From an optimization exercise on the open Yosys and OpenROAD flow, aimed at small area, a short achievable clock period and few clock cycles; shortcuts taken in it are not production practice. RTL that was checked went through simulation tests only; none was proved equivalent to the original. For runs 1 and 3 to 6, only the layout was checked, not whether the RTL still works. Power figures rest on the tool's default switching activity, not on a simulated workload.

--- flow/run.sh ---
#!/bin/bash
bash standard.sh "BUFFER_PORTS_ARGS=-buffer_cell sky130_fd_sc_hd__buf_1" SETUP_SLACK_MARGIN=7 TNS_END_PERCENT=10 "CTS_ARGS=-sink_clustering_enable -repair_clock_nets -dont_use_dummy_load" finish > standard.log 2>&1
--- standard.sh ---
#!/bin/bash
# synth_recipe.tcl (not shown) runs the flow's synth.tcl, then flattens the netlist and writes it again
# the make line also repeats each setting of config.mk as NAME=value (left out here)
make -C /OpenROAD-flow-scripts/flow DESIGN_CONFIG=/design/flow/config.mk WORK_HOME=/design/flow/orfs CLKGATE_MAP_FILE= SYNTH_SCRIPT=/design/flow/synth_recipe.tcl "${@:-finish}"
--- config.mk ---
export PLATFORM = sky130hd
export DESIGN_NAME = copyEngine
export DESIGN_NICKNAME = copyEngine
export VERILOG_FILES = /design/flow/design.v
export SDC_FILE = /design/flow/constraint.sdc
export NUM_CORES = 4
export LEC_CHECK = 0
export CAP_MARGIN = 20
export CORE_MARGIN = 2
export CORE_UTILIZATION = 65
export SLEW_MARGIN = 20
--- constraint.sdc ---
create_clock -name core_clock -period 10.0 [get_ports {clk}]
set_input_delay 2.0000 -clock core_clock [delete_from_list [all_inputs] [get_ports {clk}]]
set_output_delay 2.0000 -clock core_clock [all_outputs]
set_load 0.01 [all_outputs]
--- design.v ---
module copyEngine  #(
    parameter DATA_WIDTH       = 64,
    parameter ADDR_WIDTH       = 32,
    parameter LEN              = 16,
    parameter FULL_WORD_SIZE   = DATA_WIDTH / 8
) (
    input                             rstn,
    input                             clk,
    input                             src_dw_sel_i, 
    input                             dst_dw_sel_i, 
    input                             copy_i,
    input                             set_i,
    input        [7:0]                setVal_i,
    input                             flush_i,
    input        [LEN-1:0]            len_i,
    input        [ADDR_WIDTH-1:0]     src_i,
    input        [ADDR_WIDTH-1:0]     dst_i,
    output logic                      done_o,
    output logic                      mem_re_r,
    output logic [ADDR_WIDTH-1:0]     mem_rad_r,
    input                             mem_rreq_rdy,
    input        [DATA_WIDTH-1:0]     mem_rdat,
    input                             mem_rdat_rdy,
    output logic [FULL_WORD_SIZE-1:0] mem_bwe_r,
    output logic [ADDR_WIDTH-1:0]     mem_wad_r,
    output logic [DATA_WIDTH-1:0]     mem_wdat_r,
    input                             mem_wreq_rdy,
    output logic                      flush_r,
    output logic [ADDR_WIDTH-1:0]     cmd_adr_r,
    input                             cmd_rdy
);
    localparam int K  = 4;                
    localparam int PW = $clog2(K);
    localparam int WH = LEN - 2;
    logic              idle_r;            
    logic              busy_r;            
    logic              copy_r;            
    logic              sdw_r, ddw_r;      
    logic [1:0]        os_r, od_r;        
    logic [1:0]        ln_r;              
    logic [1:0]        wo_r;              
    logic [1:0]        dl_r;              
    logic              prime_r;           
    logic              rrem_r;            
    logic              wbusy_r;           
    logic [WH-1:0]     wh_r;              
    logic [1:0]        wc_r;
    logic [29:0]       sadr_r;            
    logic [29:0]       dadr_r;            
    logic              wv_r;              
    logic [7:0]        bwe_r;
    logic [7:0]        wd_r [6];          
    logic [23:0]       prev_r;            
    logic [K-1:0]      resv_r;            
    logic [PW:0]       wp_r, rp_r;        
    logic [31:0]       fifo_r [K];
    wire       pgt = os_r > od_r;         
    wire [1:0] t   = os_r - od_r - 2'd1;  
    function automatic logic [3:0] wce(input logic [1:0] l, input logic [1:0] o);
        logic [1:0] c, e;
        case ({l, o})
            4'd0: begin c = 2'd0; e = 2'd3; end
            4'd1: begin c = 2'd1; e = 2'd0; end
            4'd2: begin c = 2'd1; e = 2'd1; end
            4'd3: begin c = 2'd1; e = 2'd2; end
            4'd4: begin c = 2'd1; e = 2'd0; end
            4'd5: begin c = 2'd1; e = 2'd1; end
            4'd6: begin c = 2'd1; e = 2'd2; end
            4'd7: begin c = 2'd1; e = 2'd3; end
            4'd8: begin c = 2'd1; e = 2'd1; end
            4'd9: begin c = 2'd1; e = 2'd2; end
            4'd10: begin c = 2'd1; e = 2'd3; end
            4'd11: begin c = 2'd2; e = 2'd0; end
            4'd12: begin c = 2'd1; e = 2'd2; end
            4'd13: begin c = 2'd1; e = 2'd3; end
            4'd14: begin c = 2'd2; e = 2'd0; end
            4'd15: begin c = 2'd2; e = 2'd1; end
            default: begin c = 2'd0; e = 2'd0; end
        endcase
        wce = {c, e};
    endfunction
    wire [3:0] wce_r = wce(ln_r, od_r);
    wire [1:0] we    = wce_r[1:0];        
    logic      dneg;                      
    always_comb
        case ({ln_r, os_r, od_r})
            6'd1, 6'd2, 6'd3, 6'd9, 6'd13, 6'd14, 6'd20, 6'd24, 6'd25, 6'd28, 6'd29, 6'd30, 6'd35, 6'd36, 6'd39, 6'd40, 6'd41, 6'd43, 6'd50, 6'd51, 6'd52, 6'd54, 6'd55, 6'd62: dneg = 1'b1;
            default: dneg = 1'b0;
        endcase
    wire       raccept = mem_re_r & mem_rreq_rdy;
    wire [2:0] nresv   = {2'b0, resv_r[0]} + {2'b0, resv_r[1]} + {2'b0, resv_r[2]} + {2'b0, resv_r[3]};
    wire [3:0] pw      = {1'b0, wh_r[2:0]} + {2'b0, wc_r} + {3'b0, prime_r & pgt} - {3'b0, dneg};
    wire       rmore   = copy_r & wbusy_r & ((wh_r[WH-1:3] != 0) | (pw > {1'b0, nresv} + 4'd1));
    wire       fne     = (wp_r != rp_r);
    wire       rdone   = ~rrem_r & ~resv_r[0];
    wire       pneed   = copy_r & prime_r & pgt;
    wire       pr_base = wbusy_r & ~pneed;
    wire       dok_reg = ~copy_r | fne | rdone;
    wire       hv      = fne | mem_rdat_rdy;
    wire       produce = pr_base & (~wv_r | mem_wreq_rdy) & (dok_reg | mem_rdat_rdy);
    wire       ppop    = pneed & hv;
    wire       pop     = ppop | (produce & copy_r & hv);
    wire       fpush   = mem_rdat_rdy & (fne | ~pop);
    wire       fpop    = pop & fne;
    wire       wh0  = wh_r == 0;
    wire       wh1  = wh_r == 1;
    wire       last = (wh0 & (wc_r == 2'd1)) | (wh1 & (wc_r == 2'd0));
    wire [1:0] hi   = last ? we : 2'd3;
    logic [3:0] mask;
    always_comb
        for (int i = 0; i < 4; i++) mask[i] = (i >= wo_r) && (i <= hi);
    wire [7:0] bwe_n = ddw_r ? {mask[3], mask[3], mask[2], mask[2], mask[1], mask[1], mask[0], mask[0]}
                             : {4'b0, mask};
    wire [31:0] rdin = sdw_r ? {mem_rdat[55:48], mem_rdat[39:32], mem_rdat[23:16], mem_rdat[7:0]}
                             : mem_rdat[31:0];
    wire [55:0] cf = {fifo_r[rp_r[PW-1:0]], prev_r};
    wire [55:0] cr = {rdin, prev_r};
    wire [31:0] alf = cf[8*t +: 32];
    wire [31:0] alr = cr[8*t +: 32];
    wire [31:0] al  = fne ? alf : alr;
    wire [31:0] head = fne ? fifo_r[rp_r[PW-1:0]] : rdin;
    wire [1:0] os_i  = src_dw_sel_i ? src_i[2:1] : src_i[1:0];
    wire [1:0] od_i  = dst_dw_sel_i ? dst_i[2:1] : dst_i[1:0];
    wire [3:0] wce_i = wce(len_i[1:0], od_i);
    always_ff @(posedge clk or negedge rstn) begin
        if (~rstn) begin
            idle_r   <= 1'b1;
            busy_r   <= 1'b0;
            copy_r   <= 1'b0;
            mem_re_r <= 1'b0;
            flush_r  <= 1'b0;
            rrem_r   <= 1'b0;
            wbusy_r  <= 1'b0;
            wv_r     <= 1'b0;
            bwe_r    <= 8'd0;
            resv_r   <= '0;
            wp_r     <= '0;
            rp_r     <= '0;
        end
        else begin
            if (idle_r) begin
                idle_r   <= ~(copy_i | set_i | flush_i);
                busy_r   <= copy_i | set_i | flush_i;
                copy_r   <= copy_i;
                mem_re_r <= copy_i;
                rrem_r   <= copy_i;
                wbusy_r  <= copy_i | set_i;
                flush_r  <= flush_i;
            end
            else begin
                if ((flush_r & cmd_rdy) | (wv_r & mem_wreq_rdy & ~wbusy_r)) begin
                    idle_r  <= 1'b1;
                    busy_r  <= 1'b0;
                end
                if (flush_r & cmd_rdy)
                    flush_r <= 1'b0;
                if (raccept)
                    rrem_r <= rmore;
                if (raccept)
                    mem_re_r <= rmore & (pop ? ~resv_r[K-1] : ~resv_r[K-2]);
                else
                    mem_re_r <= rrem_r & (pop | ~resv_r[K-1]);
                if (produce & last)
                    wbusy_r <= 1'b0;
            end
            if (produce) begin
                bwe_r <= bwe_n;
                wv_r  <= 1'b1;
            end
            else if (mem_wreq_rdy) begin
                bwe_r <= 8'd0;
                wv_r  <= 1'b0;
            end
            if (raccept & ~pop)
                resv_r <= {resv_r[K-2:0], 1'b1};
            else if (~raccept & pop)
                resv_r <= {1'b0, resv_r[K-1:1]};
            if (fpush) wp_r <= wp_r + 1'b1;
            if (fpop)  rp_r <= rp_r + 1'b1;
        end
    end
    always_ff @(posedge clk) begin
        if (idle_r) begin
            sdw_r    <= src_dw_sel_i;
            ddw_r    <= dst_dw_sel_i;
            os_r     <= os_i;
            od_r     <= od_i;
            wo_r     <= od_i;
            ln_r     <= len_i[1:0];
            dl_r     <= dst_i[1:0];
            prime_r  <= 1'b1;
            wh_r     <= len_i[LEN-1:2];
            wc_r     <= wce_i[3:2];
            sadr_r   <= src_dw_sel_i ? {1'b0, src_i[31:3]} : src_i[31:2];
            dadr_r   <= (dst_dw_sel_i & ~flush_i) ? {1'b0, dst_i[31:3]} : dst_i[31:2];
            wd_r[0]  <= setVal_i;
            wd_r[1]  <= dst_dw_sel_i ? 8'd0 : setVal_i;
            wd_r[2]  <= setVal_i;
            wd_r[3]  <= dst_dw_sel_i ? 8'd0 : setVal_i;
            wd_r[4]  <= setVal_i;
            wd_r[5]  <= setVal_i;
        end
        else begin
            if (raccept)
                sadr_r <= sadr_r + 1'b1;
            if (ppop)
                prime_r <= 1'b0;
            if (produce) begin
                wo_r    <= 2'd0;
                prime_r <= 1'b0;
                if (wc_r != 0)
                    wc_r <= wc_r - 1'b1;
                else
                    wh_r <= wh_r - 1'b1;
            end
            if (wv_r & mem_wreq_rdy)
                dadr_r <= dadr_r + 1'b1;
            if (produce & copy_r) begin
                wd_r[0] <= al[7:0];
                wd_r[1] <= ddw_r ? 8'd0 : al[15:8];
                wd_r[2] <= ddw_r ? al[15:8] : al[23:16];
                wd_r[3] <= ddw_r ? 8'd0 : al[31:24];
                wd_r[4] <= al[23:16];
                wd_r[5] <= al[31:24];
            end
        end
        if (pop)
            prev_r <= head[31:8];
        if (fpush)
            fifo_r[wp_r[PW-1:0]] <= rdin;
    end
    assign done_o     = ~busy_r;
    assign mem_rad_r  = {2'b0, sadr_r};
    assign mem_wad_r  = {2'b0, dadr_r};
    assign cmd_adr_r  = {dadr_r, dl_r};
    assign mem_bwe_r  = bwe_r;
    assign mem_wdat_r = {8'd0, wd_r[5], 8'd0, wd_r[4], wd_r[3], wd_r[2], wd_r[1], wd_r[0]};
endmodule
==> results of run 1 <==
[metal layers]
layer	GRT usage (%)	up-vias	share of wire, %
met5	0	-	0
met4	15.9	0	5.0
met3	5.80	141	7.6
met2	53.7	689	50
met1	40.8	6134	38
li1	-	5779	-
[cell type report]
class,count,area share [%]
diodes,5,0.0633
clock buffers,34,4.31
inverters,40,0.779
multi-input cells,977,35.9
flip-flops and latches,316,47.3
well taps,330,2.09
repair buffers,365,9.56
repair inverters,1,0.0380
[critical path, stage by stage]
cell and delay (ps):
buf_12 110, mux2_4 320, and2_4 180, a21oi_4 170
buf_6 140, ha_4 130, inv_2 30, mux2_4 250
o22ai_2 140, o211ai_1 120, o31ai_1 110
[power by group]
part	total, mW	internal [mW]	switching, mW
clock network	1.06	0.597	0.462
registers	1.66	1.62	0.0375
logic	1.21	0.519	0.687
total	3.92	2.74	1.19
[registers in the layout (all words and copies together) (netlist names), 2 cells and up]
| register | cells |
|---|---|
| bwe_r | 6 |
| dadr_r | 30 |
| dl_r | 2 |
| fifo_r | 128 |
| ln_r | 2 |
| od_r | 2 |
| os_r | 2 |
| prev_r | 24 |
| resv_r | 4 |
| rp_r | 3 |
| sadr_r | 30 |
| wc_r | 2 |
| wd_r | 48 |
| we | 2 |
| wh_r | 14 |
| wo_r | 2 |
| wp_r | 3 |
[path summary, 6_finish.rpt]
path,startpoint,end,slack [ps]
setup reg to reg,os_r[1],mem_re_r,6840
setup / recovery,dst_dw_sel_i,dneg,6700
hold / removal,wp_r[2],wp_r[2],490
max in group asynchronous,rstn,idle_r,8210
min in group asynchronous,rstn,wp_r[1],1480
hold reg to reg,wp_r[2],wp_r[2],490
[per-stage QoR]
step | total power, mW | cells
6_report | 3.92 | 2068
5_1_grt | 4.07 | 2067
4_1_cts | 3.82 | 2032
3_5_place_dp | 2.73 | 1971
3_3_place_gp | 2.69 | 1971
2_1_floorplan | 2.45 | 1453
[cell usage in the layout (no fill, tap or decap), types with 20 or more instances in the layout]
cell / count
a31oi_1: 27
ha_1: 23
and3_1: 26
mux2_2: 24
buf_1: 279
o21ai_0: 42
mux2_4: 27
mux4_2: 32
nand2_1: 236
mux2i_1: 45
nand3_1: 29
nor2_1: 84
inv_1: 34
xnor2_1: 38
dfrtp_1: 22
a21oi_1: 67
clkbuf_16: 35
conb_1: 20
edfxtp_1: 288
xor2_1: 39
buf_4: 57
[timing repair]
item | 4_1_cts | 5_1_grt
gates cloned | 7 | 0
gates resized for setup | 62 | 99
setup buffers | 20 | 31
hold buffers | 0 | 0
pin swaps | 19 | 7
setup endpoints to repair | 451 | 391
[cells by family after synthesis]
family / synth area share [%]
AO/OA/AOI/OAI: 8.82
multiplexers: 11.1
XOR/XNOR: 4.13
adder cells (fa/ha/maj): 2.52
buffers and inverters: 5.09
AND/OR/NAND/NOR: 12.6
other: 0.0224
flip-flops: 55.7
==> run_results.csv, run 1 <==
group,metric,value,unit
clock_network,cts.sinks,316,
placement,place_area,17800,sq um
synthesis,synth-async-reset-ratio,7.59,%
detailed_routing,viasPerCell,6.16,
final_layout,post-route-util,78.2,%
min_path,hold_class,"flip-flop to flip-flop",
final_layout,design_area,19800,sq um
synthesis,yosysTopAreaCell,"edfxtp_1",
sta,setup-violations-final,0,
sta,timing.final.max_slew_violations,0,
synthesis,synth_cells,1434,
global_route,grt_use_total,32.2,%
detailed_routing,drtPass1Iterations,7,
critical_path,worstSetupStartpointType,"primary input",
sta,worst_pin_slew,990,ps
detailed_routing,post_drt_wl_per_cell,21.6,microns
placement,place_hpwl,28.9,mm
clock_network,clk_latency,510,ps
floorplan,ios,334,
outcome,outcome,"no timing/DRC/antenna violations",
sta,rsz0062_at_grt,"true",
clock_network,cts_made_buffers,34,
clock_network,clk_pin_slew_worst_paths,60,ps
floorplan,initial_core_util,66.3,%
sta,hold_slack,487,ps
placement,place_ws,5600,ps
critical_path,cp_data_arrival_time,3690,ps
floorplan,die_x,165,microns
clock_network,cts_buffer_depth,3,
global_route,grt_max_degree,91,
placement,place_congestion,0.877,
final_layout,area_growth,17.9,%
floorplan,core,25300,sq um
final_layout,filler_cell_count,1608,
synthesis,yosysSeqAreaShare,55.7,%
final_layout,seqCellArea,9340,sq um
sta,finalHoldViolations,0,
critical_path,cp-end-kind,"flip-flop",
critical_path,worst-setup-path-type,"primary input to flip-flop",
final_layout,drive_gt1_share,15.8,%
clock_network,h-tree-depth,2,
final_layout,multi_input_area,7090,sq um
synthesis,synth_edf_count,288,
synthesis,synth_commonest_cells,"288 x edfxtp_1, 239 x nand2_1, 86 x nor2_1",
global_route,grt_first_pass_wirelength,66.3,mm
synthesis,synth_ff_type,"edfxtp_1",
detailed_routing,routed_wl,44.7,mm
clock_network,root_buffer,"clkbuf_16",
critical_path,required,10400,ps
sta,max-slew-margin-rel,33.9,%
synthesis,yosys_warnings,2,
placement,numPortBuffers,297,
floorplan,dieHeight,165,microns
pwr,powerDensity,199,nW/um^2
synthesis,synth_top_area_share,51.6,%
floorplan,fp.dieArea,27100,sq um
job,cap_violations,0,
synthesis,syn_avg_cell_area,11.7,sq um
synthesis,synth_most_common_cell,"edfxtp_1",
synthesis,synth.area.top_cells,"edfxtp_1 52%, nand2_1 5.4%, mux4_2 4.3%",
floorplan,core.rowCount,58,
global_route,antenna_found_initial,4,
sta,tns,0,ps
synthesis,syn_area,16800,sq um
pwr,power.leakage,7.30,nW
pwr,peakVddDrop,0.219,mV
detailed_routing,num_vias,12700,
synthesis,synth_seq_cells,316,
global_route,grt_pass1_vias,12100,
detailed_routing,drt_iter0_markers,1329,
critical_path,crit_fanout,4,
detailed_routing,final_antenna_net_count,0,
sta,fmax,303,MHz
global_route,grt.overflow.total,0,
sta,fin_crit,3300,ps
final_layout,fin_nets,1930,
detailed_routing,drc,0,
synthesis,synth_cell_type_count,57,
sta,skew,32.1,ps
min_path,whs_path_depth,1,
sta,fin_ws,6700,ps
sta,finalCritPeriodShare,33.0,%
critical_path,ff2ff_path_depth,13,
clock_network,cts_tree,"done",
==> inputs of run 2 (changes only) <==
--- a/design.v
+++ b/design.v
@@ -113,12 +113,9 @@
                              : {4'b0, mask};
     wire [31:0] rdin = sdw_r ? {mem_rdat[55:48], mem_rdat[39:32], mem_rdat[23:16], mem_rdat[7:0]}
                              : mem_rdat[31:0];
-    wire [55:0] cf = {fifo_r[rp_r[PW-1:0]], prev_r};
-    wire [55:0] cr = {rdin, prev_r};
-    wire [31:0] alf = cf[8*t +: 32];
-    wire [31:0] alr = cr[8*t +: 32];
-    wire [31:0] al  = fne ? alf : alr;
     wire [31:0] head = fne ? fifo_r[rp_r[PW-1:0]] : rdin;
+    wire [55:0] cw   = {head, prev_r};
+    wire [31:0] al   = cw[8*t +: 32];
     wire [1:0] os_i  = src_dw_sel_i ? src_i[2:1] : src_i[1:0];
     wire [1:0] od_i  = dst_dw_sel_i ? dst_i[2:1] : dst_i[1:0];
     wire [3:0] wce_i = wce(len_i[1:0], od_i);
==> flow/run.sh (replaced) <==
#!/bin/bash
bash standard.sh "BUFFER_PORTS_ARGS=-buffer_cell sky130_fd_sc_hd__buf_1" SETUP_SLACK_MARGIN=7 TNS_END_PERCENT=10 "CTS_ARGS=-sink_clustering_enable -repair_clock_nets -dont_use_dummy_load -buf_list {sky130_fd_sc_hd__clkbuf_4 sky130_fd_sc_hd__clkbuf_8}" finish > standard.log 2>&1
==> run 2 against run 1 <==
Clock power decreased by 17%. Via count decreased by 1.9%. Flip-flop and latch count unchanged. Die area unchanged. Power decreased by 6.2%. Sequential share of layout area increased by 1.1 points. Register-to-register slack about the same. Worst hold slack improved by 0.85 ps. Combinational power decreased by 6%. First-iteration DRC count decreased by 9.4%. Count of clock-buffer cells in the layout increased by 16. Area after synthesis unchanged. Critical path type unchanged. Highest routed layer unchanged.
==> run_results.csv, run 2 <==
group,metric,value,unit
synthesis,yosys_warnings,2,
sta,max-slew-margin-rel,31.9,%
synthesis,synth_seq_cells,316,
critical_path,crit_buf_inv,1,
global_route,grt_max_degree,81,
sta,fin_ws,6780,ps
synthesis,synth_ff_type,"edfxtp_1",
pwr,comb_power_share,30.9,%
critical_path,reg2reg_slack,6830,ps
synthesis,synth_cell_type_count,57,
synthesis,synth_commonest_cells,"288 x edfxtp_1, 239 x nand2_1, 86 x nor2_1",
placement,place_hpwl,29.5,mm
pwr,clkPwrFrac,24.0,%
min_path,hold_end,"rp_r[2]",
final_layout,layout_commonest_cell,"edfxtp_1",
sta,setup-violations-final,0,
pwr,totalPowerFinal,3.68,mW
clock_network,clk_latency,570,ps
synthesis,synth.area.top_cells,"edfxtp_1 52%, nand2_1 5.4%, mux4_2 4.3%",
job,cap_violations,0,
synthesis,syn_area,16800,sq um
clock_network,h-tree-depth,2,
critical_path,critical_path.cell_chain,"clkbuf_8, mux2_2, mux2i_4, mux2_2, o22ai_1, o211ai_1, o31ai_1",
floorplan,ios,334,
floorplan,initial_core_util,66.3,%
min_path,whs_path_depth,1,
final_layout,filler_cell_count,1701,
detailed_routing,drtPass1Iterations,6,
synthesis,synth_top_area_share,51.6,%
synthesis,synth-async-reset-ratio,7.59,%
sta,worst_pin_slew,1020,ps
global_route,grt_first_pass_wirelength,64.0,mm
pwr,peakVddDrop,0.237,mV
detailed_routing,drt_iter0_markers,1204,
detailed_routing,post_drt_wl_per_cell,21.1,microns
min_path,hold_class,"flip-flop to flip-flop",
sta,tns,0,ps
global_route,grt_pass1_vias,11700,
min_path,worstHoldStart,"rp_r[2]",
sta,skew,46.3,ps
final_layout,fin_nets,1932,
synthesis,synth_xor_area_share,4.13,%
clock_network,cts_made_buffers,50,
critical_path,worstSetupStartpointType,"primary input",
critical_path,slowest_delay,410,ps
pwr,switching_share,31.0,%
critical_path,cp_data_arrival_time,3690,ps
sta,fmax,311,MHz
placement,place_congestion,0.882,
synthesis,synth_edf_count,288,
detailed_routing,drc,0,
synthesis,synth_compound_area_share,8.82,%
synthesis,yosysSeqAreaShare,55.7,%
outcome,outcome,"no timing/DRC/antenna violations",
sta,finalHoldViolations,0,
clock_network,cts.hold.buffers_added,0,
sta,timing.final.max_slew_violations,0,
floorplan,dieHeight,165,microns
critical_path,required,10470,ps
clock_network,root_buffer,"clkbuf_8",
global_route,grt_use_total,31.1,%
pwr,power.leakage,7.09,nW
final_layout,post-route-util,76.4,%
clock_network,cts_tree,"done",
floorplan,core,25300,sq um
critical_path,critPathMostFrequentCell,"mux2_2",
pwr,powerDensity,191,nW/um^2
critical_path,ff2ff_path_depth,13,
synthesis,synthSimpleGateAreaFrac,12.6,%
detailed_routing,routed_wl,43.6,mm
clock_network,cts.sinks,316,
final_layout,area_growth,15.2,%
synthesis,synth_cells,1434,
final_layout,drive_gt1_share,15.0,%
floorplan,fp.dieArea,27100,sq um
critical_path,worst-setup-path-type,"primary input to flip-flop",
detailed_routing,viasPerCell,6.05,
synthesis,synthAdderAreaFrac,2.52,%
sta,rsz0062_at_grt,"true",
sta,fin_crit,3220,ps
floorplan,core.rowCount,58,
synthesis,synth_top_family_by_area,"simple AND/OR/NAND/NOR gates",
critical_path,cp-end-kind,"flip-flop",
critical_path,crit_path_top_delay_cell,"mux2_2",
pwr,p_seq_share,45.1,%
critical_path,crit_fanout,34,
critical_path,timing.rr.end,"mem_re_r",
final_layout,final_cell_mix,"288 x edfxtp_1, 280 x buf_1, 236 x nand2_1",
global_route,antenna_found_initial,1,
global_route,grt.overflow.total,0,
clock_network,clk_pin_slew_worst_paths,60,ps
synthesis,yosysTopAreaCell,"edfxtp_1",
sta,hold_slack,488,ps
placement,numPortBuffers,297,
pwr,switchingPower,1.14,mW
floorplan,die_x,165,microns
placement,place_ws,5550,ps
synthesis,synth_most_common_cell,"edfxtp_1",
sta,finalCritPeriodShare,32.2,%
detailed_routing,final_antenna_net_count,0,
detailed_routing,num_vias,12500,
final_layout,largest_reg_flops,128,
clock_network,cts_buffer_depth,3,
synthesis,synth_mux_area_share,11.1,%
critical_path,r2r_start,"os_r[1]",
critical_path,cp_top_family,"multiplexers",
pwr,intPower,2.54,mW
synthesis,syn_avg_cell_area,11.7,sq um
[run 2: cells by family (layout without fill, tap and decap cells)]
kind of cell               after synthesis  in the layout
and+or+nand+nor                        469            470
buffers and inverters                  164            445
AOI/OAI and AO/OA                      236            236
muxes                                  137            137
DFF                                    316            316
adders and majority gates               32             32
other                                    1             21
xor gates and xnor gates                79             79
[run 2: power groups by stage]
stage | sequential, mW | clock (mW) | combinational (mW)
floorplan | 1.67 | 0 | 0.779
global placement | 1.67 | 0 | 1.01
detailed placement | 1.68 | 0 | 1.03
CTS | 1.66 | 0.894 | 1.05
global route | 1.67 | 0.949 | 1.22
finish | 1.66 | 0.883 | 1.14
[run 2: cell type report]
type	count	area, sq um	area share (%)
tap	330	413	2.14
clock buffer	50	688	3.56
timing repair inverter	1	7.51	0.0389
multi-input combinational	974	6940	36.0
antenna	1	2.50	0.0130
inverter	40	154	0.797
timing repair buffer	354	1760	9.11
sequential	316	9340	48.4
[run 2: metrics by stage]
step           std cells  cell area, sq um
2_1_floorplan       1453             16900
3_3_place_gp        1969             17800
3_5_place_dp        1969             17800
4_1_cts             2050             19000
5_1_grt             2066             19300
6_report            2066             19300
[run 2: how the worst max path moves through the flow]
stage                 start             to  depth (start not counted)
2_1_floorplan  mem_wreq_rdy     wd_r[0][0]                          5
3_3_place_gp   src_dw_sel_i           dneg                          7
3_5_place_dp   src_dw_sel_i           dneg                          7
4_1_cts          dadr_r[23]  cmd_adr_r[25]                          1
5_1_grt             os_r[1]       mem_re_r                         13
6_report       src_dw_sel_i           dneg                          7
[run 2: repair_timing]
action / in CTS / in global routing
endpoints found under the setup margin: 461 / 476
pin swaps: 9 / 15
cloned: 4 / 1
resized for setup: 52 / 49
buffers inserted: 27 / 13
[run 2: metal layers]
layer	GRT usage, %	part of all wire, %	vias to the layer above	routed length, microns
met1	39.4	38	5994	16500
met5	0	0	-	0
met2	52.5	50	636	21900
met4	14.3	4.7	0	2030
met3	5.65	7.3	111	3200
li1	-	-	5757	-
[run 2: worst register-to-register path, cell delays in order, from the launching register on]
cell      delay (ps)
edfxtp_1         430
ha_4             310
nor2b_2          150
o211ai_1          90
buf_4            160
fa_2             330
inv_2             70
fa_1             430
ha_1             330
nor2b_4          130
o21ai_1          130
a32oi_1          100
o311ai_1         290
a21oi_1          100
Testbench counts of run 2, summed over its fixed seeds: cycles 24,235.
==> inputs of run 3 (changes only) <==
--- a/design.v
+++ b/design.v
@@ -37,7 +37,7 @@
     logic              copy_r;            
     logic              sdw_r, ddw_r;      
     logic [1:0]        os_r, od_r;        
-    logic [1:0]        ln_r;              
+    logic [1:0]        lm_r;              
     logic [1:0]        wo_r;              
     logic [1:0]        dl_r;              
     logic              prime_r;           
@@ -56,37 +56,10 @@
     logic [31:0]       fifo_r [K];
     wire       pgt = os_r > od_r;         
     wire [1:0] t   = os_r - od_r - 2'd1;  
-    function automatic logic [3:0] wce(input logic [1:0] l, input logic [1:0] o);
-        logic [1:0] c, e;
-        case ({l, o})
-            4'd0: begin c = 2'd0; e = 2'd3; end
-            4'd1: begin c = 2'd1; e = 2'd0; end
-            4'd2: begin c = 2'd1; e = 2'd1; end
-            4'd3: begin c = 2'd1; e = 2'd2; end
-            4'd4: begin c = 2'd1; e = 2'd0; end
-            4'd5: begin c = 2'd1; e = 2'd1; end
-            4'd6: begin c = 2'd1; e = 2'd2; end
-            4'd7: begin c = 2'd1; e = 2'd3; end
-            4'd8: begin c = 2'd1; e = 2'd1; end
-            4'd9: begin c = 2'd1; e = 2'd2; end
-            4'd10: begin c = 2'd1; e = 2'd3; end
-            4'd11: begin c = 2'd2; e = 2'd0; end
-            4'd12: begin c = 2'd1; e = 2'd2; end
-            4'd13: begin c = 2'd1; e = 2'd3; end
-            4'd14: begin c = 2'd2; e = 2'd0; end
-            4'd15: begin c = 2'd2; e = 2'd1; end
-            default: begin c = 2'd0; e = 2'd0; end
-        endcase
-        wce = {c, e};
-    endfunction
-    wire [3:0] wce_r = wce(ln_r, od_r);
-    wire [1:0] we    = wce_r[1:0];        
-    logic      dneg;                      
-    always_comb
-        case ({ln_r, os_r, od_r})
-            6'd1, 6'd2, 6'd3, 6'd9, 6'd13, 6'd14, 6'd20, 6'd24, 6'd25, 6'd28, 6'd29, 6'd30, 6'd35, 6'd36, 6'd39, 6'd40, 6'd41, 6'd43, 6'd50, 6'd51, 6'd52, 6'd54, 6'd55, 6'd62: dneg = 1'b1;
-            default: dneg = 1'b0;
-        endcase
+    wire [2:0] xs   = {1'b0, os_r} + {1'b0, lm_r};
+    wire [2:0] xd   = {1'b0, od_r} + {1'b0, lm_r};
+    wire [1:0] we   = xd[1:0];            
+    wire       dneg = xs[2] ^ xd[2] ^ pgt;
     wire       raccept = mem_re_r & mem_rreq_rdy;
     wire [2:0] nresv   = {2'b0, resv_r[0]} + {2'b0, resv_r[1]} + {2'b0, resv_r[2]} + {2'b0, resv_r[3]};
     wire [3:0] pw      = {1'b0, wh_r[2:0]} + {2'b0, wc_r} + {3'b0, prime_r & pgt} - {3'b0, dneg};
@@ -114,11 +87,15 @@
     wire [31:0] rdin = sdw_r ? {mem_rdat[55:48], mem_rdat[39:32], mem_rdat[23:16], mem_rdat[7:0]}
                              : mem_rdat[31:0];
     wire [31:0] head = fne ? fifo_r[rp_r[PW-1:0]] : rdin;
-    wire [55:0] cw   = {head, prev_r};
-    wire [31:0] al   = cw[8*t +: 32];
+    wire [55:0] cf   = {fifo_r[rp_r[PW-1:0]], prev_r};
+    wire [55:0] cr   = {rdin, prev_r};
+    wire [31:0] alf  = cf[8*t +: 32];
+    wire [31:0] alr  = cr[8*t +: 32];
+    wire [31:0] al   = fne ? alf : alr;
     wire [1:0] os_i  = src_dw_sel_i ? src_i[2:1] : src_i[1:0];
     wire [1:0] od_i  = dst_dw_sel_i ? dst_i[2:1] : dst_i[1:0];
-    wire [3:0] wce_i = wce(len_i[1:0], od_i);
+    wire [2:0] ld_i  = {1'b0, od_i} + {1'b0, len_i[1:0]};
+    wire [1:0] wc_i  = (ld_i == 0) ? 2'd0 : (ld_i > 4) ? 2'd2 : 2'd1;
     always_ff @(posedge clk or negedge rstn) begin
         if (~rstn) begin
             idle_r   <= 1'b1;
@@ -183,11 +160,11 @@
             os_r     <= os_i;
             od_r     <= od_i;
             wo_r     <= od_i;
-            ln_r     <= len_i[1:0];
+            lm_r     <= len_i[1:0] - 2'd1;
             dl_r     <= dst_i[1:0];
             prime_r  <= 1'b1;
             wh_r     <= len_i[LEN-1:2];
-            wc_r     <= wce_i[3:2];
+            wc_r     <= wc_i;
             sadr_r   <= src_dw_sel_i ? {1'b0, src_i[31:3]} : src_i[31:2];
             dadr_r   <= (dst_dw_sel_i & ~flush_i) ? {1'b0, dst_i[31:3]} : dst_i[31:2];
             wd_r[0]  <= setVal_i;
--- a/config.mk
+++ b/config.mk
@@ -5,6 +5,7 @@
 export SDC_FILE = /design/flow/constraint.sdc
 export NUM_CORES = 4
 export LEC_CHECK = 0
+export ABC_AREA = 1
 export CAP_MARGIN = 20
 export CORE_MARGIN = 2
 export CORE_UTILIZATION = 65
==> run 3 against run 2 <==
Sequential share of layout area decreased by 0.51 points. Critical path type is now flip-flop to flip-flop. Clock skew increased by 13 ps. Routed wire length increased by 6.3%. Die area increased by 2.4%. Fmax decreased by 10%. Critical path depth increased by 15. Worst hold slack got worse by 1.2 ps.
==> run_results.csv, run 3 <==
group,metric,value,unit
synthesis,syn_avg_cell_area,9.20,sq um
synthesis,synth_edf_count,288,
detailed_routing,drc,0,
sta,setup-violations-final,0,
critical_path,cp_top_family,"adder cells",
detailed_routing,final_antenna_net_count,0,
floorplan,fp.dieArea,27700,sq um
sta,max-slew-margin-rel,29.0,%
floorplan,core,26000,sq um
critical_path,required,10440,ps
pwr,switchingPower,1.67,mW
outcome,outcome,"no timing/DRC/antenna violations",
sta,finalCritPeriodShare,35.9,%
floorplan,die_x,167,microns
placement,place_hpwl,30.9,mm
sta,timing.final.max_slew_violations,0,
floorplan,dieHeight,167,microns
global_route,grt_use_total,32.6,%
clock_network,cts_made_buffers,49,
placement,place_ws,5710,ps
sta,rsz0062_at_grt,"true",
pwr,switching_share,38.3,%
sta,finalHoldViolations,0,
sta,fin_ws,6410,ps
critical_path,slowest_delay,450,ps
critical_path,worst-setup-path-type,"flip-flop to flip-flop",
detailed_routing,drt_iter0_markers,1770,
sta,skew,59.0,ps
floorplan,core.rowCount,59,
critical_path,timing.rr.end,"mem_re_r",
detailed_routing,routed_wl,46.3,mm
pwr,peakVddDrop,0.216,mV
floorplan,initial_core_util,66.1,%
clock_network,cts.sinks,313,
critical_path,cp-end-kind,"flip-flop",
critical_path,crit_fanout,2,
synthesis,yosys_warnings,2,
critical_path,crit_path_end,"mem_re_r",
clock_network,cts_tree,"done",
sta,tns,0,ps
placement,place_congestion,0.950,
final_layout,layout_commonest_cell,"nand2_1",
critical_path,crit_path_top_delay_cell,"fa_1",
sta,fmax,279,MHz
final_layout,fin_cells,2480,
pwr,power.leakage,7.71,nW
min_path,hold_class,"flip-flop to flip-flop",
final_layout,final_cell_mix,"410 x nand2_1, 294 x buf_1, 288 x edfxtp_1",
detailed_routing,post_drt_wl_per_cell,18.7,microns
pwr,powerDensity,225,nW/um^2
final_layout,seqCellArea,9270,sq um
critical_path,crit_buf_inv,5,
global_route,antenna_found_initial,2,
synthesis,synth_top_area_share,50.4,%
final_layout,filler_cell_count,1912,
critical_path,ff2ff_path_depth,22,
clock_network,cts_buffer_depth,3,
final_layout,design_area,19400,sq um
critical_path,cp_data_arrival_time,4030,ps
detailed_routing,viasPerCell,5.86,
synthesis,syn_area,17200,sq um
final_layout,multi_input_area,6860,sq um
global_route,grt_max_degree,68,
sta,fin_crit,3590,ps
clock_network,root_buffer,"clkbuf_8",
synthesis,synth_cells,1865,
synthesis,synth_seq_cells,313,
synthesis,synth-async-reset-ratio,7.67,%
final_layout,fin_nets,2339,
pwr,clkPwrFrac,20.1,%
synthesis,synth_ff_type,"edfxtp_1",
global_route,grt_first_pass_wirelength,72.0,mm
detailed_routing,num_vias,14500,
placement,placed_cells,2396,
critical_path,reg2reg_slack,6410,ps
job,cap_violations,0,
global_route,grt.overflow.total,0,
synthesis,yosysSeqAreaShare,54.0,%
clock_network,clk_pin_slew_worst_paths,60,ps
global_route,grt_pass1_vias,13600,
final_layout,drive_gt1_share,9.90,%
critical_path,path_depth,22,
detailed_routing,drtPass1Iterations,5,
synthesis,synth_cell_type_count,57,
pwr,p_seq_share,43.3,%
pwr,intPower,2.70,mW
clock_network,clk_latency,580,ps
placement,place_area,18200,sq um
placement,numPortBuffers,297,
critical_path,critical_path.cell_chain,"buf_6, ha_4, inv_2, fa_2, xnor2_2, xor2_1, inv_1, ha_4, fa_2, inv_2, fa_1, ha_4, a21oi_2, nor2_1, o21ai_1, nand3_1, nand2_1, inv_1, nand3_1, nand2_1, nand2_1, nand2_1",
critical_path,crit_start,"od_r[0]",
floorplan,ios,334,
synthesis,yosysTopAreaCell,"edfxtp_1",
critical_path,worstSetupStartpointType,"flip-flop",
synthesis,synth_most_common_cell,"nand2_1",
sta,worst_pin_slew,1060,ps
pwr,comb_power_share,36.6,%
final_layout,largest_reg_flops,128,
clock_network,h-tree-depth,2,
final_layout,area_growth,12.9,%
critical_path,r2r_start,"od_r[0]",
synthesis,synth_commonest_cells,"417 x nand2_1, 288 x edfxtp_1, 201 x nor2_1",
critical_path,critPathMostFrequentCell,"nand2_1",
synthesis,synth.area.top_cells,"edfxtp_1 50%, nand2_1 9.1%, o21ai_0 5.4%",
## run 3: kinds of logic (layout without fill, tap and decap cells)
group	count (synthesis)	count (layout)	share of synthesized area, %
AOI/OAI and AO/OA	355	355	11.6
xor gates and xnor gates	45	45	2.43
adders and majority gates	33	33	2.62
buffers and inverters	273	525	7.76
DFF	313	313	54.0
muxes	8	8	0.525
other	1	24	0.0218
and+or+nand+nor	837	842	21.0
## run 3: worst min-delay path by stage
| stage | from | to | cells after the start |
|---|---|---|---|
| 6_report | bwe_r[3] | bwe_r[3] | 2 |
| 5_1_grt | bwe_r[2] | bwe_r[2] | 2 |
| 4_1_cts | bwe_r[3] | bwe_r[3] | 2 |
| 3_5_place_dp | bwe_r[2] | bwe_r[2] | 2 |
| 3_3_place_gp | bwe_r[3] | bwe_r[3] | 2 |
| 2_1_floorplan | prime_r | prime_r | 2 |
## run 3: final cells by class
cell class / count / area share, %
Sequential cell: 313 / 47.9
Multi-Input combinational cell: 1303 / 35.4
Timing Repair Buffer: 338 / 8.23
Clock buffer: 49 / 3.48
Inverter: 137 / 2.79
Tap cell: 335 / 2.16
Antenna cell: 4 / 0.0516
Timing Repair inverter: 1 / 0.0258
## run 3: repair_timing
item                                    4_1_cts  5_1_grt
pin swaps                                    16       19
buffers inserted                             11       12
hold buffers                                  0        0
gates resized for setup                      18       24
gates cloned                                  4        4
endpoints found under the setup margin      421      534
## run 3: power by group through the flow
stage | sequential (mW) | combinational, mW | clock (mW)
finish | 1.89 | 1.60 | 0.877
floorplan | 1.92 | 1.06 | 0
detailed placement | 1.92 | 1.46 | 0
CTS | 1.89 | 1.51 | 0.882
global placement | 1.91 | 1.42 | 0
global route | 1.91 | 1.76 | 0.936
## run 3: per-layer routing
layer / routed length, microns / up-vias / share of wire (%) / track usage (%)
met5: 0 / - / 0 / 0
met4: 1490 / 0 / 3.2 / 11.1
li1: - / 6870 / - / -
met1: 18500 / 6779 / 40 / 44.4
met3: 4300 / 109 / 9.3 / 5.61
met2: 22000 / 776 / 48 / 53.7
## run 3: stage by stage
stage	hold WS, ps	total power, mW	util (%)
floorplan	460	2.98	-
finish	486	4.37	74.6
CTS	489	4.28	73.7
detailed placement	467	3.38	70.0
global route	526	4.61	74.6
global placement	466	3.33	69.9
## run 3: worst register-to-register path, delay by kind of cell, from the launching register on
family	cells	cell delay, ps
xor+xnor	2	300
fa+ha+maj	6	1710
buf+inv	5	370
flops	1	400
simple gates	7	480
compound gates	2	240
==> inputs of run 4 (changes only) <==
--- a/config.mk
+++ b/config.mk
@@ -5,7 +5,6 @@
 export SDC_FILE = /design/flow/constraint.sdc
 export NUM_CORES = 4
 export LEC_CHECK = 0
-export ABC_AREA = 1
 export CAP_MARGIN = 20
 export CORE_MARGIN = 2
 export CORE_UTILIZATION = 65
==> run 4 against run 3 <==
Critical path depth down 6. Cell area increased by 1.9%. Power is 25% lower. Flip-flop and latch count did not move. Clock power increased by 1%. Die area increased by 0.58%. Largest cell class unchanged. Still clean. Routed wire length increased by 4.8%. Sequential power down 12%. Largest power group unchanged. Worst hold slack improved by 3.2 ps. First-iteration DRC count decreased by 18%. Sequential share of layout area is 0.87 points lower.
==> run_results.csv, run 4 <==
group,metric,value,unit
placement,place_hpwl,31.6,mm
global_route,grt_first_pass_wirelength,72.4,mm
final_layout,largest_reg_flops,128,
critical_path,crit_fanout,2,
min_path,hold_class,"flip-flop to flip-flop",
global_route,grt_use_total,33.6,%
clock_network,clk_pin_slew_worst_paths,60,ps
synthesis,synth_ff_type,"edfxtp_1",
synthesis,synth_cells,1550,
sta,tns,0,ps
sta,finalHoldViolations,0,
critical_path,critical_path.cell_chain,"ha_2, inv_1, fa_2, xor2_2, xnor2_2, ha_1, fa_2, inv_2, fa_1, ha_1, nor2b_4, o21a_1, o21ai_2, and3_4, a2111oi_2, a211o_1",
sta,worst_pin_slew,1010,ps
sta,fin_ws,6080,ps
sta,fin_crit,3920,ps
global_route,antenna_found_initial,3,
sta,rsz0062_at_grt,"true",
sta,setup-violations-final,0,
critical_path,cp-end-kind,"flip-flop",
final_layout,drive_gt1_share,12.5,%
critical_path,crit_path_top_delay_cell,"fa_1",
synthesis,synth_most_common_cell,"edfxtp_1",
clock_network,h-tree-depth,2,
detailed_routing,routed_wl,48.6,mm
clock_network,cts_tree,"done",
clock_network,cts.sinks,313,
synthesis,synth_seq_cells,313,
synthesis,synth_top_area_share,50.1,%
synthesis,syn_avg_cell_area,11.1,sq um
sta,fmax,255,MHz
synthesis,synth.area.top_cells,"edfxtp_1 50%, nand2_1 5.4%, mux2i_1 4.5%",
detailed_routing,num_vias,13600,
sta,finalCritPeriodShare,39.2,%
critical_path,worst-setup-path-type,"flip-flop to flip-flop",
synthesis,synth_cell_type_count,65,
floorplan,die_x,167,microns
critical_path,worstSetupStartpointType,"flip-flop",
synthesis,synth_edf_count,288,
floorplan,initial_core_util,66.3,%
placement,numPortBuffers,297,
floorplan,core.rowCount,59,
clock_network,clk_latency,580,ps
clock_network,cts.hold.buffers_added,0,
pwr,powerDensity,165,nW/um^2
pwr,power.leakage,7.08,nW
floorplan,ios,334,
detailed_routing,drtPass1Iterations,5,
placement,place_ws,5570,ps
synthesis,syn_area,17300,sq um
floorplan,fp.dieArea,27900,sq um
placement,place_congestion,0.907,
sta,skew,43.1,ps
critical_path,crit_buf_inv,2,
critical_path,slowest_delay,430,ps
final_layout,layout_commonest_cell,"buf_1",
synthesis,yosysSeqAreaShare,53.7,%
critical_path,cp_top_family,"adder cells",
synthesis,yosysTopAreaCell,"edfxtp_1",
detailed_routing,viasPerCell,6.28,
global_route,grt_pass1_vias,12600,
clock_network,cts_made_buffers,50,
critical_path,required,10430,ps
job,cap_violations,0,
synthesis,synth_commonest_cells,"288 x edfxtp_1, 248 x nand2_1, 86 x a21oi_1",
clock_network,cts_buffer_depth,3,
final_layout,final_cell_mix,"291 x buf_1, 288 x edfxtp_1, 244 x nand2_1",
detailed_routing,drc,0,
detailed_routing,post_drt_wl_per_cell,22.4,microns
clock_network,root_buffer,"clkbuf_8",
critical_path,cp_data_arrival_time,4350,ps
floorplan,core,26100,sq um
detailed_routing,drt_iter0_markers,1449,
global_route,grt.overflow.total,0,
synthesis,synth-async-reset-ratio,7.67,%
synthesis,yosys_warnings,2,
sta,timing.final.max_slew_violations,0,
pwr,peakVddDrop,0.179,mV
global_route,grt_max_degree,99,
outcome,outcome,"no timing/DRC/antenna violations",
floorplan,dieHeight,167,microns
critical_path,reg2reg_slack,6080,ps
final_layout,area_growth,14.3,%
final_layout,fin_nets,2028,
detailed_routing,final_antenna_net_count,0,
sta,max-slew-margin-rel,32.5,%
==> run 4: cell types whose count changed in the layout (fill, tap and decap cells not counted), sizes merged, moves of 28 or more <==
cell | previous run | this run
inv | 135 | 64
nor2 | 211 | 77
a21oi | 48 | 86
and2 | 0 | 28
o21ai | 225 | 87
nand2 | 447 | 248
mux4 | 0 | 32
mux2i | 0 | 77
o22ai | 35 | 2
nand3 | 138 | 47
==> run 4: per-stage QoR <==
stage / instances / hold slack (ps) / cell area (sq um) / total power, mW / util, %
final: 2169 / 490 / 19700 / 3.26 / 75.8
after global routing: 2168 / 498 / 19700 / 3.38 / 75.8
after CTS: 2159 / 494 / 19400 / 3.21 / 74.6
after detailed placement: 2082 / 483 / 18300 / 2.24 / 70.3
after global placement: 2082 / 475 / 18300 / 2.22 / 70.3
after floorplan: 1569 / 459 / 17400 / 2.06 / -
==> run 4: final cells by class <==
| type | instances | area, sq um |
|---|---|---|
| Sequential cell | 313 | 9280 |
| Multi-Input combinational cell | 1059 | 7380 |
| Fill cell | 1842 | 6320 |
| Timing Repair Buffer | 341 | 1710 |
| Clock buffer | 50 | 688 |
| Tap cell | 335 | 419 |
| Inverter | 66 | 255 |
| Antenna cell | 4 | 10.0 |
| Timing Repair inverter | 1 | 5.00 |
==> run 4: power by group <==
part / internal (mW) / leakage [nW] / total [mW] / switching, mW
clock network: 0.440 / 0.360 / 0.889 / 0.450
logic: 0.285 / 3.79 / 0.709 / 0.424
registers: 1.60 / 2.93 / 1.66 / 0.0628
==> run 4: path summary, 6_finish.rpt <==
kind | startpoint | to | cells past startpoint
max in group asynchronous | rstn | idle_r | 2
min reg2reg | wp_r[2] | wp_r[2] | 1
min | wp_r[2] | wp_r[2] | 1
max reg2reg | lm_r[0] | mem_re_r | 16
max | lm_r[0] | mem_re_r | 16
min in group asynchronous | rstn | resv_r[2] | 2
==> run 4: layer usage <==
metal	track usage, %	vias to the layer above	wire, microns
met5	0	-	0
met4	13.5	0	2250
met3	6.58	146	4750
met2	55.7	814	23400
met1	44.0	6533	18200
li1	-	6130	-
==> run 4: timing repair <==
action / in CTS / in global routing
gates cloned: 6 / 1
pin swaps: 16 / 9
buffers inserted: 21 / 5
gates resized for setup: 24 / 62
setup endpoints to repair: 468 / 445
==> run 4: cells by family (layout without fill, tap and decap cells) <==
logic type	count (synthesis)	in the layout	share of synthesized area (%)
compound gates	288	288	10.2
xor+xnor	82	82	4.25
fa+ha+maj	33	33	2.61
buf+inv	201	458	5.84
flops	313	313	53.7
mux	135	135	10.3
other cells	1	24	0.0217
simple gates	497	501	13.0
==> run 4: worst register-to-register path: stages (launching register included) <==
cell and delay, ps:
edfxtp_1 370, ha_2 170, inv_1 50, fa_2 350
xor2_2 190, xnor2_2 150, ha_1 300, fa_2 370
inv_2 70, fa_1 430, ha_1 330, nor2b_4 130
o21a_1 170, o21ai_2 140, and3_4 220, a2111oi_2 70
a211o_1 280
==> inputs of run 5 (changes only) <==
--- a/design.v
+++ b/design.v
@@ -38,6 +38,8 @@
     logic              sdw_r, ddw_r;      
     logic [1:0]        os_r, od_r;        
     logic [1:0]        lm_r;              
+    logic [WH-1:0]     rh_r;              
+    logic [1:0]        rc_r;
     logic [1:0]        wo_r;              
     logic [1:0]        dl_r;              
     logic              prime_r;           
@@ -54,27 +56,24 @@
     logic [K-1:0]      resv_r;            
     logic [PW:0]       wp_r, rp_r;        
     logic [31:0]       fifo_r [K];
-    wire       pgt = os_r > od_r;         
+    logic      pgt_r;                     
     wire [1:0] t   = os_r - od_r - 2'd1;  
-    wire [2:0] xs   = {1'b0, os_r} + {1'b0, lm_r};
-    wire [2:0] xd   = {1'b0, od_r} + {1'b0, lm_r};
-    wire [1:0] we   = xd[1:0];            
-    wire       dneg = xs[2] ^ xd[2] ^ pgt;
+    wire [1:0] we   = od_r + lm_r;        
     wire       raccept = mem_re_r & mem_rreq_rdy;
-    wire [2:0] nresv   = {2'b0, resv_r[0]} + {2'b0, resv_r[1]} + {2'b0, resv_r[2]} + {2'b0, resv_r[3]};
-    wire [3:0] pw      = {1'b0, wh_r[2:0]} + {2'b0, wc_r} + {3'b0, prime_r & pgt} - {3'b0, dneg};
-    wire       rmore   = copy_r & wbusy_r & ((wh_r[WH-1:3] != 0) | (pw > {1'b0, nresv} + 4'd1));
+    wire       rh0     = rh_r == 0;
+    wire       rh1     = rh_r == 1;
+    wire       rmore   = ~((rh0 & (rc_r[1] == 1'b0)) | (rh1 & (rc_r == 2'd0)));
     wire       fne     = (wp_r != rp_r);
     wire       rdone   = ~rrem_r & ~resv_r[0];
-    wire       pneed   = copy_r & prime_r & pgt;
+    wire       pneed   = copy_r & prime_r & pgt_r;
     wire       pr_base = wbusy_r & ~pneed;
     wire       dok_reg = ~copy_r | fne | rdone;
     wire       hv      = fne | mem_rdat_rdy;
     wire       produce = pr_base & (~wv_r | mem_wreq_rdy) & (dok_reg | mem_rdat_rdy);
     wire       ppop    = pneed & hv;
     wire       pop     = ppop | (produce & copy_r & hv);
-    wire       fpush   = mem_rdat_rdy & (fne | ~pop);
-    wire       fpop    = pop & fne;
+    wire       fpush   = mem_rdat_rdy;
+    wire       fpop    = pop;
     wire       wh0  = wh_r == 0;
     wire       wh1  = wh_r == 1;
     wire       last = (wh0 & (wc_r == 2'd1)) | (wh1 & (wc_r == 2'd0));
@@ -96,6 +95,8 @@
     wire [1:0] od_i  = dst_dw_sel_i ? dst_i[2:1] : dst_i[1:0];
     wire [2:0] ld_i  = {1'b0, od_i} + {1'b0, len_i[1:0]};
     wire [1:0] wc_i  = (ld_i == 0) ? 2'd0 : (ld_i > 4) ? 2'd2 : 2'd1;
+    wire [2:0] ls_i  = {1'b0, os_i} + {1'b0, len_i[1:0]};
+    wire [1:0] rc_i  = (ls_i == 0) ? 2'd0 : (ls_i > 4) ? 2'd2 : 2'd1;
     always_ff @(posedge clk or negedge rstn) begin
         if (~rstn) begin
             idle_r   <= 1'b1;
@@ -154,6 +155,7 @@
         end
     end
     always_ff @(posedge clk) begin
+        pgt_r <= os_r > od_r;             
         if (idle_r) begin
             sdw_r    <= src_dw_sel_i;
             ddw_r    <= dst_dw_sel_i;
@@ -165,6 +167,8 @@
             prime_r  <= 1'b1;
             wh_r     <= len_i[LEN-1:2];
             wc_r     <= wc_i;
+            rh_r     <= len_i[LEN-1:2];
+            rc_r     <= rc_i;
             sadr_r   <= src_dw_sel_i ? {1'b0, src_i[31:3]} : src_i[31:2];
             dadr_r   <= (dst_dw_sel_i & ~flush_i) ? {1'b0, dst_i[31:3]} : dst_i[31:2];
             wd_r[0]  <= setVal_i;
@@ -175,8 +179,13 @@
             wd_r[5]  <= setVal_i;
         end
         else begin
-            if (raccept)
+            if (raccept) begin
                 sadr_r <= sadr_r + 1'b1;
+                if (rc_r != 0)
+                    rc_r <= rc_r - 1'b1;
+                else
+                    rh_r <= rh_r - 1'b1;
+            end
             if (ppop)
                 prime_r <= 1'b0;
             if (produce) begin
==> run 5 against run 4 <==
Die area grew 3.2%. Non-clock buffer count down 12. Setup slack improved by 610 ps. Area after synthesis up 3.3%. Worst hold slack got worse by 15 ps. Sequential share of layout area increased by 2.1 points. Count of clock-buffer cells in the layout grew 1. Final cell count decreased by 7.2%. Cell area is 0.98% higher. Critical path type is now primary input to flip-flop. Largest cell class unchanged. Largest power group unchanged.
==> run_results.csv, run 5 <==
group,metric,value,unit
outcome,outcome,"no timing/DRC/antenna violations",
floorplan,core,27000,sq um
sta,fin_crit,3310,ps
synthesis,syn_avg_cell_area,12.8,sq um
sta,max-slew-margin-rel,34.3,%
detailed_routing,drtPass1Iterations,6,
sta,worst_pin_slew,978,ps
synthesis,synth_edf_count,304,
synthesis,synth_commonest_cells,"304 x edfxtp_1, 105 x nand2_1, 74 x mux2i_1",
detailed_routing,drc,0,
global_route,antenna_found_initial,0,
pwr,peakVddDrop,0.130,mV
clock_network,cts_made_buffers,51,
detailed_routing,viasPerCell,6.27,
synthesis,synth_cells,1395,
clock_network,clk_latency,580,ps
placement,place_ws,5350,ps
critical_path,worstSetupStartpointType,"primary input",
floorplan,fp.dieArea,28800,sq um
global_route,grt_use_total,28.7,%
sta,fmax,302,MHz
detailed_routing,final_antenna_net_count,0,
global_route,grt_first_pass_wirelength,63.9,mm
synthesis,synth_ff_type,"edfxtp_1",
critical_path,crit_fanout,3,
critical_path,cp_data_arrival_time,3610,ps
sta,hold_slack,474,ps
synthesis,synth_seq_cells,330,
job,cap_violations,0,
global_route,grt_max_degree,85,
pwr,power.leakage,6.89,nW
critical_path,crit_path_top_delay_cell,"fa_1",
floorplan,ios,334,
sta,tns,0,ps
sta,skew,52.3,ps
synthesis,synth_most_common_cell,"edfxtp_1",
clock_network,h-tree-depth,2,
floorplan,dieHeight,170,microns
detailed_routing,drt_iter0_markers,1396,
synthesis,yosysSeqAreaShare,54.8,%
detailed_routing,post_drt_wl_per_cell,21.1,microns
sta,rsz0062_at_grt,"true",
sta,setup-violations-final,0,
synthesis,syn_area,17800,sq um
min_path,hold_class,"flip-flop to flip-flop",
sta,fin_ws,6690,ps
sta,finalCritPeriodShare,33.1,%
clock_network,clk_pin_slew_worst_paths,60,ps
clock_network,cts_tree,"done",
placement,numPortBuffers,297,
critical_path,required,10300,ps
final_layout,area_growth,11.8,%
global_route,grt.overflow.total,0,
final_layout,fin_nets,1860,
critical_path,slowest_delay,470,ps
synthesis,synth.area.top_cells,"edfxtp_1 51%, mux4_2 5.8%, mux2i_1 4.2%",
placement,place_hpwl,29.6,mm
sta,finalHoldViolations,0,
synthesis,synth_top_area_share,51.2,%
detailed_routing,routed_wl,42.4,mm
detailed_routing,num_vias,12600,
synthesis,yosys_warnings,2,
final_layout,layout_commonest_cell,"edfxtp_1",
clock_network,cts_buffer_depth,3,
final_layout,largest_reg_flops,128,
final_layout,drive_gt1_share,14.6,%
critical_path,critical_path.cell_chain,"clkbuf_16, buf_4, mux2i_2, fa_1, nand2b_1, ha_1, mux2_2",
final_layout,final_cell_mix,"304 x edfxtp_1, 289 x buf_1, 104 x nand2_1",
clock_network,cts.sinks,330,
global_route,grt_pass1_vias,11700,
synthesis,synth_cell_type_count,72,
floorplan,die_x,170,microns
clock_network,root_buffer,"clkbuf_8",
critical_path,cp-end-kind,"flip-flop",
floorplan,initial_core_util,66.2,%
floorplan,core.rowCount,60,
sta,timing.final.max_slew_violations,0,
synthesis,yosysTopAreaCell,"edfxtp_1",
placement,place_congestion,0.895,
pwr,powerDensity,172,nW/um^2
synthesis,synth-async-reset-ratio,7.27,%
critical_path,worst-setup-path-type,"primary input to flip-flop",
run 5: layout make-up:
type	count	area [sq um]
Sequential cell	330	9780
Clock buffer	51	702
Multi-Input combinational cell	922	7410
Antenna cell	1	2.50
Tap cell	341	427
Timing Repair Buffer	329	1460
Fill cell	1851	7020
Inverter	37	145
Timing Repair inverter	1	7.51
run 5: what timing repair did:
item                                    CTS  global route
setup buffers                             8             2
hold buffers                              0             0
endpoints found under the setup margin  402           358
gates cloned                              4             0
gates resized for setup                  21            19
pin swaps                                 2             3
run 5: kinds of logic after synthesis:
logic type	after synthesis	share of synthesized area [%]
DFF	330	54.8
xor gates and xnor gates	80	4.06
buffers and inverters	162	4.85
adders and majority gates	25	1.84
other	1	0.0210
muxes	193	15.3
AOI/OAI and AO/OA	237	8.76
and+or+nand+nor	367	10.3
run 5: routing by layer:
metal / global-route usage, % / vias up / share of wire [%]
li1: - / 5814 / -
met1: 40.3 / 6159 / 42
met2: 46.3 / 560 / 48
met3: 4.69 / 85 / 6.9
met4: 9.48 / 0 / 2.8
met5: 0 / - / 0
run 5: power by group:
group          switching [mW]  total [mW]  internal (mW)  leakage (nW)
clock                   0.455       0.904          0.449         0.367
combinational           0.476       0.831          0.355          3.48
sequential             0.0396        1.69           1.65          3.04
total                   0.971        3.43           2.46          6.89
run 5: final timing paths:
check / startpoint / endpoint / slack (ps) / cells past startpoint
min in group asynchronous: rstn / bwe_r[6] / 1430 / 2
min: prime_r / prime_r / 470 / 2
max in group asynchronous: rstn / idle_r / 8280 / 2
max: src_dw_sel_i / rc_r[0] / 6690 / 7
min reg2reg: prime_r / prime_r / 470 / 2
max reg2reg: rp_r[2] / wd_r[1][0] / 6950 / 6
run 5: critical path: cells and delay by family:
family	cells	cell delay [ps]
adders and majority gates	2	690
and+or+nand+nor	1	90
buffers and inverters	2	260
muxes	2	570
run 5: per-stage QoR:
stage | util [%] | total power [mW] | std cells | instance area, sq um
global placement | 70.2 | 2.47 | 1945 | 18900
CTS | 73.7 | 3.43 | 2008 | 19900
global route | 74.0 | 3.56 | 2011 | 19900
finish | 74.0 | 3.43 | 2012 | 19900
floorplan | - | 2.30 | 1414 | 18000
detailed placement | 70.2 | 2.50 | 1945 | 18900
==> inputs of run 6 (changes only) <==
--- a/config.mk
+++ b/config.mk
@@ -7,5 +7,5 @@
 export LEC_CHECK = 0
 export CAP_MARGIN = 20
 export CORE_MARGIN = 2
-export CORE_UTILIZATION = 65
+export CORE_UTILIZATION = 75
 export SLEW_MARGIN = 20
==> run 6 against run 5 <==
Worst hold slack better by 34 ps. Register-to-register slack hardly changed. Clock skew is 6.4 ps lower. Core utilization increased by 12 points. Die area is 13% lower. Sequential share of layout area down 0.57 points. Setup slack better by 19 ps. Combinational power is 1% higher. Area after synthesis stayed put.
==> run_results.csv, run 6 <==
group,metric,value,unit
detailed_routing,routed_wl,46.2,mm
critical_path,ff2ff_path_depth,5,
synthesis,synth_cells,1395,
synthesis,synth-async-reset-ratio,7.27,%
detailed_routing,drt_iter0_markers,1644,
synthesis,yosys_warnings,2,
min_path,whs_path_depth,1,
final_layout,filler_cell_count,1146,
clock_network,h-tree-depth,2,
critical_path,cp-end-kind,"flip-flop",
sta,finalHoldViolations,0,
detailed_routing,drtPass1Iterations,8,
critical_path,critical_path.cell_chain,"clkbuf_16, mux2_4, ha_4, inv_2, fa_1, nand2b_1, ha_1, mux2_2",
detailed_routing,viasPerCell,6.62,
sta,setup-violations-final,0,
critical_path,cp_data_arrival_time,3610,ps
synthesis,syn_avg_cell_area,12.8,sq um
critical_path,cp_top_family,"adder cells",
critical_path,timing.rr.end,"wd_r[0][7]",
critical_path,crit_buf_inv,2,
final_layout,largest_reg_flops,128,
detailed_routing,met3WireLength,4.46,mm
synthesis,synth.area.top_cells,"edfxtp_1 51%, mux4_2 5.8%, mux2i_1 4.2%",
clock_network,root_buffer,"clkbuf_8",
job,cap_violations,0,
floorplan,dieHeight,158,microns
detailed_routing,wl_met2,22.6,mm
pwr,power.leakage,7.05,nW
synthesis,syn_area,17800,sq um
floorplan,ios,334,
detailed_routing,drt-met1-wl,17.1,mm
clock_network,cts_tree,"done",
pwr,powerDensity,172,nW/um^2
synthesis,synth_ff_type,"edfxtp_1",
clock_network,cts_buffer_depth,3,
floorplan,die_x,158,microns
floorplan,initial_core_util,76.2,%
outcome,outcome,"no timing/DRC/antenna violations",
final_layout,fin_nets,1886,
critical_path,crit_fanout,3,
sta,worst_pin_slew,1100,ps
floorplan,core,23400,sq um
min_path,hold_class,"flip-flop to flip-flop",
sta,finalCritPeriodShare,32.9,%
sta,tns,0,ps
placement,place_congestion,0.875,
final_layout,layout_commonest_cell,"edfxtp_1",
detailed_routing,num_vias,13400,
detailed_routing,drc,0,
sta,fmax,304,MHz
global_route,grt_max_degree,88,
critical_path,reg2reg_slack,6960,ps
sta,timing.final.max_slew_violations,0,
critical_path,r2r_start,"rp_r[0]",
clock_network,cts_made_buffers,53,
critical_path,slowest_delay,400,ps
synthesis,synth_commonest_cells,"304 x edfxtp_1, 105 x nand2_1, 74 x mux2i_1",
global_route,grt.overflow.total,0,
min_path,hold_end,"bwe_r[1]",
critical_path,path_depth,8,
detailed_routing,post_drt_wl_per_cell,22.9,microns
final_layout,area_growth,13.1,%
global_route,grt_use_total,35.1,%
clock_network,cts.sinks,330,
min_path,worstHoldStart,"bwe_r[1]",
final_layout,drive_gt1_share,16.0,%
synthesis,synth_top_area_share,51.2,%
floorplan,core.rowCount,56,
global_route,grt_first_pass_wirelength,66.9,mm
clock_network,clk_latency,570,ps
detailed_routing,top_layer,"met4",
synthesis,synth_most_common_cell,"edfxtp_1",
global_route,antenna_found_initial,3,
sta,max-slew-margin-rel,26.3,%
synthesis,yosysSeqAreaShare,54.8,%
pwr,peakVddDrop,0.174,mV
sta,fin_crit,3290,ps
critical_path,worstSetupStartpointType,"primary input",
floorplan,fp.dieArea,25000,sq um
final_layout,final_cell_mix,"304 x edfxtp_1, 284 x buf_1, 104 x nand2_1",
detailed_routing,final_antenna_net_count,0,
critical_path,worst-setup-path-type,"primary input to flip-flop",
global_route,grt_pass1_vias,12300,
final_layout,design_area,20200,sq um
critical_path,crit_path_top_delay_cell,"fa_1",
clock_network,clk_pin_slew_worst_paths,60,ps
placement,place_area,18900,sq um
placement,place_hpwl,30.5,mm
synthesis,synth_cell_type_count,72,
sta,rsz0062_at_grt,"true",
critical_path,required,10320,ps
synthesis,yosysTopAreaCell,"edfxtp_1",
placement,numPortBuffers,297,
synthesis,synth_edf_count,304,
synthesis,synth_seq_cells,330,
sta,skew,45.9,ps
clock_network,cts.hold.buffers_added,0,
run 6: cell types whose count changed in the layout (fill, tap and decap cells not counted):
cell	before	now
clkbuf_8	53	55
diode_2	1	4
inv_4	1	0
nand2b_2	0	1
mux4_2	47	46
buf_4	26	49
buf_12	2	3
mux4_1	8	9
clkbuf_2	4	3
buf_1	289	284
buf_6	1	6
clkinv_2	0	1
mux2i_1	68	70
mux2i_2	6	4
run 6: cell families (layout without fill, tap and decap cells):
logic type	after synthesis	after routing	synth area share [%]
buf+inv	162	443	4.85
xor+xnor	80	80	4.06
simple gates	367	368	10.3
fa+ha+maj	25	25	1.84
other cells	1	24	0.0210
flops	330	330	54.8
mux	193	193	15.3
compound gates	237	237	8.76
run 6: final cells by class:
class / instances / area, sq um / area share, %
Timing Repair inverter: 1 / 7.51 / 0.0372
Tap cell: 319 / 399 / 1.98
Clock buffer: 53 / 729 / 3.62
Inverter: 37 / 144 / 0.713
Sequential cell: 330 / 9780 / 48.5
Timing Repair Buffer: 352 / 1690 / 8.36
Multi-Input combinational cell: 923 / 7420 / 36.8
Antenna cell: 4 / 10.0 / 0.0496
run 6: power breakdown:
| group | internal [mW] | switching, mW |
|---|---|---|
| Sequential | 1.65 | 0.0480 |
| Clock | 0.466 | 0.465 |
| Combinational | 0.352 | 0.490 |
| Total | 2.47 | 1.00 |
run 6: per-stage QoR:
step                      setup WS [ps]  util, %  total power [mW]  hold WS, ps  std cells
after detailed placement           5340     80.7              2.51          474       1923
final                              6710     86.2              3.47          508       2019
after floorplan                    6040        -              2.30          443       1414
after global placement             5370     80.7              2.46          455       1923
after global routing               6670     86.2              3.59          529       2018
after CTS                          6700     84.8              3.45          502       1985
run 6: layer usage:
metal	up-vias	track usage (%)
li1	5872	-
met1	6440	46.7
met2	893	56.3
met3	152	7.69
met4	0	15.7
met5	-	0
run 6: how the worst max path moves through the flow:
stage,to,slack [ps],start
6_report,rc_r[0],6710,src_dw_sel_i
5_1_grt,cmd_adr_r[5],6670,dadr_r[3]
4_1_cts,dadr_r[12],6700,flush_i
3_5_place_dp,rc_r[0],5340,src_dw_sel_i
3_3_place_gp,rc_r[0],5370,src_dw_sel_i
2_1_floorplan,rc_r[0],6040,src_dw_sel_i
run 6: what timing repair did:
action,4_1_cts,5_1_grt
buffers inserted,6,27
pin swaps,2,4
gates cloned,3,2
setup endpoints to repair,353,343
gates resized for setup,21,39

==> separate check: timing with driven ports <==
No port has a modelled driver above. Below, the same layouts with a new extraction and two added sets of constraints.
Step 1, drivers: a clkbuf_16 drives clk and a buf_2 each remaining input, both assumed.
Step 2 also shifts input and output timing later by t, the mid clock arrival at the registers, as if the neighbouring blocks saw the same clock.
Three values: ideal ports, drivers, drivers and shift; two values: the first two.
run	shift t [ns]	setup slack, ns	worst setup path after step 2
run 1	0.538	6.701 / 6.700 / 6.161	input to register
run 2	0.595	6.780 / 6.739 / 6.194	input to register
run 3	0.595	6.413 / 6.413 / 6.016	input to register
run 4	0.611	6.082 / 6.082 / 6.020	input to register
run 5	0.596	6.690 / 6.592 / 5.996	input to register
run 6	0.597	6.709 / 6.625 / 6.027	input to register
After both steps setup and hold are still met in every run listed. For run 5, which loses most, drivers alone change the setup slack by -0.098 ns; drivers and shift together by -0.694 ns.
